Background: an optimization exercise with open tools, aiming at small area. Do not read the settings as production practice.
In this exercise RTL edits were held to simulation tests only and were not proved equivalent to the original.
The clock port is modelled as an ideal driver, which makes a skipped or thinned clock tree look cheaper than it is; a real chip needs a root buffer or a tree.
Power is estimated from default activity; no workload was simulated.

==> inputs of 07-18 <==
## cordic
module cordic(
    input signed [29:0] i_angle,
    input i_clk,
    input i_rst,
    input i_start,
    output signed [29:0] o_sin,
    output signed [29:0] o_cos,
    output o_done
);
==> module cordic, before the edit <==
module cordic(
    input signed [29:0] i_angle,
    input i_clk,
    input i_rst,
    input i_start,
    output signed [29:0] o_sin,
    output signed [29:0] o_cos,
    output o_done
);
localparam W = 36;    
localparam D = 18;
localparam WA = 34;   
localparam DA = 17;
reg [W-1:0] x;
reg [W-1:0] y;
reg [WA-1:0] w;
reg [4:0] i;
reg c;           
reg busy;
reg done;
reg cx, cy, cw;  
reg mw;          
assign o_done = done;
assign o_cos = x[W-1:W-30];
assign o_sin = y[W-1:W-30];
wire last = (i == 5'd30);
wire d = c ? ~w[DA-1] : ~w[WA-1];
wire sub_x = d;
wire sub_y = ~d;
localparam [31*WA-1:0] ATAN = {
    34'h100000000,
    34'h100000000,
    34'h100000000,
    34'h100000000,
    34'h100000000,
    34'h100000000,
    34'h100000000,
    34'h100000000,
    34'h100000000,
    34'h100000000,
    34'h100000000,
    34'h100000000,
    34'h100000000,
    34'h100000000,
    34'h100000000,
    34'h0ffffffff,
    34'h0fffffffb,
    34'h0ffffffeb,
    34'h0ffffffab,
    34'h0fffffeab,
    34'h0fffffaab,
    34'h0ffffeaab,
    34'h0ffffaaab,
    34'h0fffeaaae,
    34'h0fffaaade,
    34'h0ffeaaddd,
    34'h0ffaaddb9,
    34'h0feadd4d5,
    34'h0fadbafc9,
    34'h0ed63382b,
    34'h0c90fdaa2
};
wire [WA-1:0] atan = ATAN[WA*i +: WA];
wire [W-1:0] src [0:1];
wire [1:0] sub;
assign src[0] = y;
assign src[1] = x;
assign sub[0] = sub_x;
assign sub[1] = sub_y;
wire [D:0] sh [0:1];
genvar g, k;
generate
    for (g = 0; g < 2; g = g + 1) begin : lane
        wire fill = last ? sub[g] : (c ? src[g][D-1] : src[g][W-1]);
        wire [W:0] p = {src[g][W-1] ^ last, src[g][W-2:0], 1'b0};
        wire [D+15:0] s1;
        wire [D+7:0] s2;
        wire [D+3:0] s3;
        wire [D+1:0] s4;
        wire [D:0] s5;
        for (k = 0; k < D + 16; k = k + 1) begin : st16
            if (k + 16 <= D)
                assign s1[k] = i[4] ? p[k+16] : p[k];
            else if (k <= D)
                assign s1[k] = i[4] ? (c ? fill : p[k+16]) : p[k];
            else if (k + 16 <= W)
                assign s1[k] = c ? fill : (i[4] ? p[k+16] : p[k]);
            else
                assign s1[k] = (c | i[4]) ? fill : p[k];
        end
        for (k = 0; k < D + 8; k = k + 1) begin : st8
            assign s2[k] = i[3] ? (k + 8 < D + 16 ? s1[k+8] : fill) : s1[k];
        end
        for (k = 0; k < D + 4; k = k + 1) begin : st4
            assign s3[k] = i[2] ? s2[k+4] : s2[k];
        end
        for (k = 0; k < D + 2; k = k + 1) begin : st2
            assign s4[k] = i[1] ? s3[k+2] : s3[k];
        end
        for (k = 0; k < D + 1; k = k + 1) begin : st1
            assign s5[k] = i[0] ? s4[k+1] : s4[k];
        end
        assign sh[g] = s5;
    end
endgenerate
wire [D-1:0] op_x = sh[0][D:1] ^ {D{sub_x}};
wire [D-1:0] op_y = sh[1][D:1] ^ {D{sub_y}};
wire [DA-1:0] op_w = (c ? atan[WA-1:DA] : atan[DA-1:0]) ^ {DA{d}};
wire ci_x = c ? cx : sh[0][0] ^ sub_x;
wire ci_y = c ? cy : sh[1][0] ^ sub_y;
wire ci_w = c ? cw : d;
wire [D:0] k_x, k_y;
wire [DA:0] k_w;
wire [D-1:0] sum_x, sum_y;
wire [DA-1:0] sum_w;
assign k_x[0] = ci_x;
assign k_y[0] = ci_y;
assign k_w[0] = ci_w;
generate
    for (g = 0; g < D; g = g + 1) begin : rca
        assign sum_x[g] = x[g] ^ op_x[g] ^ k_x[g];
        assign k_x[g+1] = (x[g] & op_x[g]) | (k_x[g] & (x[g] ^ op_x[g]));
        assign sum_y[g] = y[g] ^ op_y[g] ^ k_y[g];
        assign k_y[g+1] = (y[g] & op_y[g]) | (k_y[g] & (y[g] ^ op_y[g]));
    end
    for (g = 0; g < DA; g = g + 1) begin : rcaw
        assign sum_w[g] = w[g] ^ op_w[g] ^ k_w[g];
        assign k_w[g+1] = (w[g] & op_w[g]) | (k_w[g] & (w[g] ^ op_w[g]));
    end
endgenerate
always @(posedge i_clk) begin
    if (i_start) begin
        w <= {i_angle, 4'b0};
        i <= 5'd0;
        c <= 1'b0;
    end else begin
        w <= {sum_w[DA-2:0], c ? mw : 1'b0, w[WA-1:DA]};
        c <= ~c;
        if (c)
            i <= i + 5'd1;
    end
    cx <= k_x[D];
    cy <= k_y[D];
    cw <= k_w[DA];
    mw <= sum_w[DA-1];
end
localparam G = W - 30;
localparam [W-1:0] X0 = 36'h26dd3b6a1;
always @(posedge i_clk) begin
    if (i_start) begin
        x[G-1:0] <= X0[G-1:0];
        y[G-1:0] <= {G{1'b0}};
    end else begin
        x[G-1:0] <= x[D+G-1:D];
        y[G-1:0] <= y[D+G-1:D];
    end
end
always @(posedge i_clk) begin
    if (i_start) begin
        x[W-1:G] <= X0[W-1:G];
        y[W-1:G] <= {(W-G){1'b0}};
    end else if (busy) begin
        x[W-1:G] <= {sum_x, x[W-1:D+G]};
        y[W-1:G] <= {sum_y, y[W-1:D+G]};
    end
end
always @(posedge i_clk) begin
    if (i_rst) begin
        busy <= 1'b0;
        done <= 1'b0;
    end else if (i_start) begin
        busy <= 1'b1;
        done <= 1'b0;
    end else if (busy && c && last) begin
        busy <= 1'b0;
        done <= 1'b1;
    end
end
endmodule
Settings: LEC_CHECK=0, ABC_AREA=1, CAP_MARGIN=0, CORE_MARGIN=2, CORE_UTILIZATION=40, SLEW_MARGIN=0; clock period 11.0 ns.
standard.sh (not shown) runs the stock make flow with config.mk's settings and CLKGATE_MAP_FILE= SYNTH_SCRIPT=/design/flow/synth_recipe.tcl, a recipe that flattens the netlist after the stock synthesis.
==> flow/flow/run.sh <==
#!/bin/bash
# The standard layout with three changes:
#  - synthesis is the standard flow's own script (synth_recipe.tcl), except that the final ABC
#    mapping uses flow/area.abc, a deeper logic optimisation (&deepsyn) and an area-only standard-cell mapping (amap); every
#    step before it, and so every register, is the standard synthesis's;
#  - the port buffers use the smallest buffer cell;
#  - the clock tree is one clkbuf_8 driving six clkbuf_16 cells, each driving
#    a cluster of flip-flops, built by flow/mtree.tcl in place of TritonCTS.
set -euo pipefail
here=$(pwd)
cat > "$here/own_synth.tcl" <<EOT
proc abc {args} {
  set i [lsearch -exact \$args -script]
  if { \$i >= 0 } { lset args [expr {\$i + 1}] $here/flow/area.abc }
  yosys abc {*}\$args
}
source $here/synth_recipe.tcl
EOT
bash standard.sh "SYNTH_SCRIPT=$here/own_synth.tcl" \
  "BUFFER_PORTS_ARGS=-buffer_cell sky130_fd_sc_hd__buf_1" \
  "PRE_CTS_TCL=$here/flow/mtree.tcl" finish > standard.log 2>&1
==> flow/flow/area.abc <==
strash
&get -n
&st
&deepsyn -T 30
&put
dch -f
amap -F 3 -A 6
==> flow/flow/mtree.tcl <==
# Manual clock tree, sourced by the CTS step (PRE_CTS_TCL): the clock port
# drives a root buffer, which drives NLEAF leaf buffers, each driving a
# cluster of the clock sinks (k-means on sink locations).
proc manual_clock_tree { nleaf master_name root_name } {
  set block [ord::get_db_block]
  set db [ord::get_db]
  set master [$db findMaster $master_name]
  set clk [$block findNet i_clk]
  set sinks {}
  foreach it [$clk getITerms] {
    set inst [$it getInst]
    set loc [$inst getLocation]
    lappend sinks [list $it [lindex $loc 0] [lindex $loc 1]]
  }
  set n [llength $sinks]
  # initial centres: sinks spread through the list sorted by x then y
  set sorted [lsort -real -index 1 $sinks]
  set cx {}; set cy {}
  for {set k 0} {$k < $nleaf} {incr k} {
    set s [lindex $sorted [expr {int(($k + 0.5) * $n / $nleaf)}]]
    lappend cx [lindex $s 1]; lappend cy [lindex $s 2]
  }
  for {set iter 0} {$iter < 30} {incr iter} {
    set sx [lrepeat $nleaf 0.0]; set sy [lrepeat $nleaf 0.0]; set cnt [lrepeat $nleaf 0]
    set assign {}
    foreach s $sinks {
      set best 0; set bd 1e30
      for {set k 0} {$k < $nleaf} {incr k} {
        set dx [expr {[lindex $s 1] - [lindex $cx $k]}]
        set dy [expr {[lindex $s 2] - [lindex $cy $k]}]
        set dd [expr {abs($dx) + abs($dy)}]
        if {$dd < $bd} {set bd $dd; set best $k}
      }
      lappend assign $best
      lset sx $best [expr {[lindex $sx $best] + [lindex $s 1]}]
      lset sy $best [expr {[lindex $sy $best] + [lindex $s 2]}]
      lset cnt $best [expr {[lindex $cnt $best] + 1}]
    }
    for {set k 0} {$k < $nleaf} {incr k} {
      if {[lindex $cnt $k] > 0} {
        lset cx $k [expr {[lindex $sx $k] / [lindex $cnt $k]}]
        lset cy $k [expr {[lindex $sy $k] / [lindex $cnt $k]}]
      }
    }
  }
  puts "manual clock tree: cluster sizes $cnt"
  # root buffer between the clock port and the leaf buffers, at their centre
  set root [odb::dbInst_create $block [$db findMaster $root_name] "clkbuf_m_root"]
  set rnet [odb::dbNet_create $block "clknet_m_root"]
  $rnet setSigType CLOCK
  [$root findITerm A] connect $clk
  [$root findITerm X] connect $rnet
  set mx 0.0; set my 0.0
  for {set k 0} {$k < $nleaf} {incr k} {
    set mx [expr {$mx + [lindex $cx $k] / $nleaf}]
    set my [expr {$my + [lindex $cy $k] / $nleaf}]
  }
  $root setLocation [expr {int($mx)}] [expr {int($my)}]
  $root setPlacementStatus PLACED
  for {set k 0} {$k < $nleaf} {incr k} {
    set inst [odb::dbInst_create $block $master "clkbuf_m_$k"]
    set net [odb::dbNet_create $block "clknet_m_$k"]
    $net setSigType CLOCK
    [$inst findITerm A] connect $rnet
    [$inst findITerm X] connect $net
    $inst setLocation [expr {int([lindex $cx $k])}] [expr {int([lindex $cy $k])}]
    $inst setPlacementStatus PLACED
    lappend nets $net
  }
  set idx 0
  foreach s $sinks {
    set it [lindex $s 0]
    set k [lindex $assign $idx]
    $it disconnect
    $it connect [lindex $nets $k]
    incr idx
  }
}

# Build the tree here, in place of TritonCTS: the clock port drives one
# clkbuf_8, which drives six clkbuf_16, each driving one cluster of about 20
# flip-flops. The
# CTS step then goes on as usual (legalisation, timing repair).
manual_clock_tree 6 sky130_fd_sc_hd__clkbuf_16 sky130_fd_sc_hd__clkbuf_8
proc clock_tree_synthesis {args} {
  puts "clock tree built by flow/mtree.tcl; TritonCTS not run"
  set_propagated_clock [all_clocks]
}
==> 06-04 (differences from 07-18) <==
--- a/flow/design.v
+++ b/flow/design.v
@@ -25,3 +25,3 @@
 assign o_sin = y[W-1:W-30];
-wire last = (i == 5'd30);
+reg last;        
 wire d = c ? ~w[DA-1] : ~w[WA-1];
@@ -135,2 +135,3 @@
         c <= 1'b0;
+        last <= 1'b0;
     end else begin
@@ -138,4 +139,6 @@
         c <= ~c;
-        if (c)
+        if (c) begin
             i <= i + 5'd1;
+            last <= (i == 5'd29);
+        end
     end
==> flow/flow/area.abc (replaced) <==
strash
&get -n
&st
&deepsyn -T 30
&put
dch -f
amap -F 3 -A 6 -m
--- a/flow/config.mk
+++ b/flow/config.mk
@@ -8,5 +8,6 @@
 export ABC_AREA = 1
-export CAP_MARGIN = 0
+export CAP_MARGIN = 20
 export CORE_MARGIN = 2
 export CORE_UTILIZATION = 40
-export SLEW_MARGIN = 0
+export PLACE_DENSITY = 0.8
+export SLEW_MARGIN = 20
==> 06-23 (differences from 07-18) <==
==> flow/flow/run.sh (replaced) <==
#!/bin/bash
# The standard layout with two changes:
#  - synthesis is the standard flow's own script (synth_recipe.tcl), except that the final ABC
#    mapping uses flow/area.abc, a deeper logic optimisation (&deepsyn) and an area-only standard-cell mapping (amap); every
#    step before it, and so every register, is the standard synthesis's;
#  - the port buffers use the smallest buffer cell.
set -euo pipefail
here=$(pwd)
cat > "$here/own_synth.tcl" <<EOT
proc abc {args} {
  set i [lsearch -exact \$args -script]
  if { \$i >= 0 } { lset args [expr {\$i + 1}] $here/flow/area.abc }
  yosys abc {*}\$args
}
source $here/synth_recipe.tcl
EOT
bash standard.sh "SYNTH_SCRIPT=$here/own_synth.tcl" \
  "BUFFER_PORTS_ARGS=-buffer_cell sky130_fd_sc_hd__buf_1" finish > standard.log 2>&1
--- a/flow/config.mk
+++ b/flow/config.mk
@@ -8,5 +8,6 @@
 export ABC_AREA = 1
-export CAP_MARGIN = 0
+export CAP_MARGIN = 20
 export CORE_MARGIN = 2
-export CORE_UTILIZATION = 40
-export SLEW_MARGIN = 0
+export CORE_UTILIZATION = 60
+export CTS_BUF_LIST = sky130_fd_sc_hd__clkbuf_8
+export SLEW_MARGIN = 20
removed: flow/flow/mtree.tcl
==> comparison table <==
	07-18	06-04	06-23
Number of distinct library cells after synthesis	33	34	32
Number of vias in the routed layout	7658	7742	8212
Setup Buffers After CTS	0	0	2
Number of global-route vias before repair	7062	7185	7910
Count of mapped cells out of synthesis	990	964	959
Horizontal die dimension	145 µm	145 µm	118 µm
Worst slack after detailed placement	0.183 ns	0.556 ns	-0.206 ns
Layout filler cell count	2022	1977	1048
Leading cell type in the layout, fill and taps excluded	nor2_1	nor2_1	o22ai_1
Placement-stage cell area	8520 µm²	8370 µm²	8250 µm²
Flip-flop and latch count after synthesis	118	119	118
Power attributed to sequential cells	0.000616 W	0.000617 W	0.000617 W
Status	finished clean	finished clean	finished clean
Pin count of the biggest net entering global routing	60	63	61
RR Startpoint	i[0]	last	i[0]
Arrival time of data at the critical path endpoint	10.81 ns	10.73 ns	11.05 ns
Area added between synthesis and finish	10.5%	7.92%	12.8%
Number of instances resized during post-cts repair	0	0	8
Unrepaired setup endpoints after global routing	false	false	-
Number of ordinary inverters in the final layout	120	122	128
The clock cells of 07-18 and 06-04 come from the design's own scripts or RTL, not from TritonCTS.

what the ideal ports hide:
Ports are ideal in the flow. The routed layouts listed here were re-timed in OpenROAD. Step 1 (the two cells are an assumption about what drives the block):
set clk [get_ports {i_clk}]
set_driving_cell -lib_cell sky130_fd_sc_hd__clkbuf_16 $clk
set_driving_cell -lib_cell sky130_fd_sc_hd__buf_2 [delete_from_list [all_inputs] $clk]
Step 2, shift: input delay + t, output delay - t, t = (earliest + latest rising clock arrival at the registers) / 2. This alone moves slack from input paths to output paths. a / b / c = ideal / step 1 / step 2; a / b = the first two.
run	shift t [ns]	slack for setup (ns)	worst setup path at the end	cell pins on the clock port's net
07-18	0.470	0.495 / 0.495 / 0.495	register to register	1
06-04	0.462	0.562 / 0.562 / 0.562	register to register	1
06-23	0.498	0.303 / 0.303 / 0.303	register to register	1
After both steps every run listed still meets setup and hold.
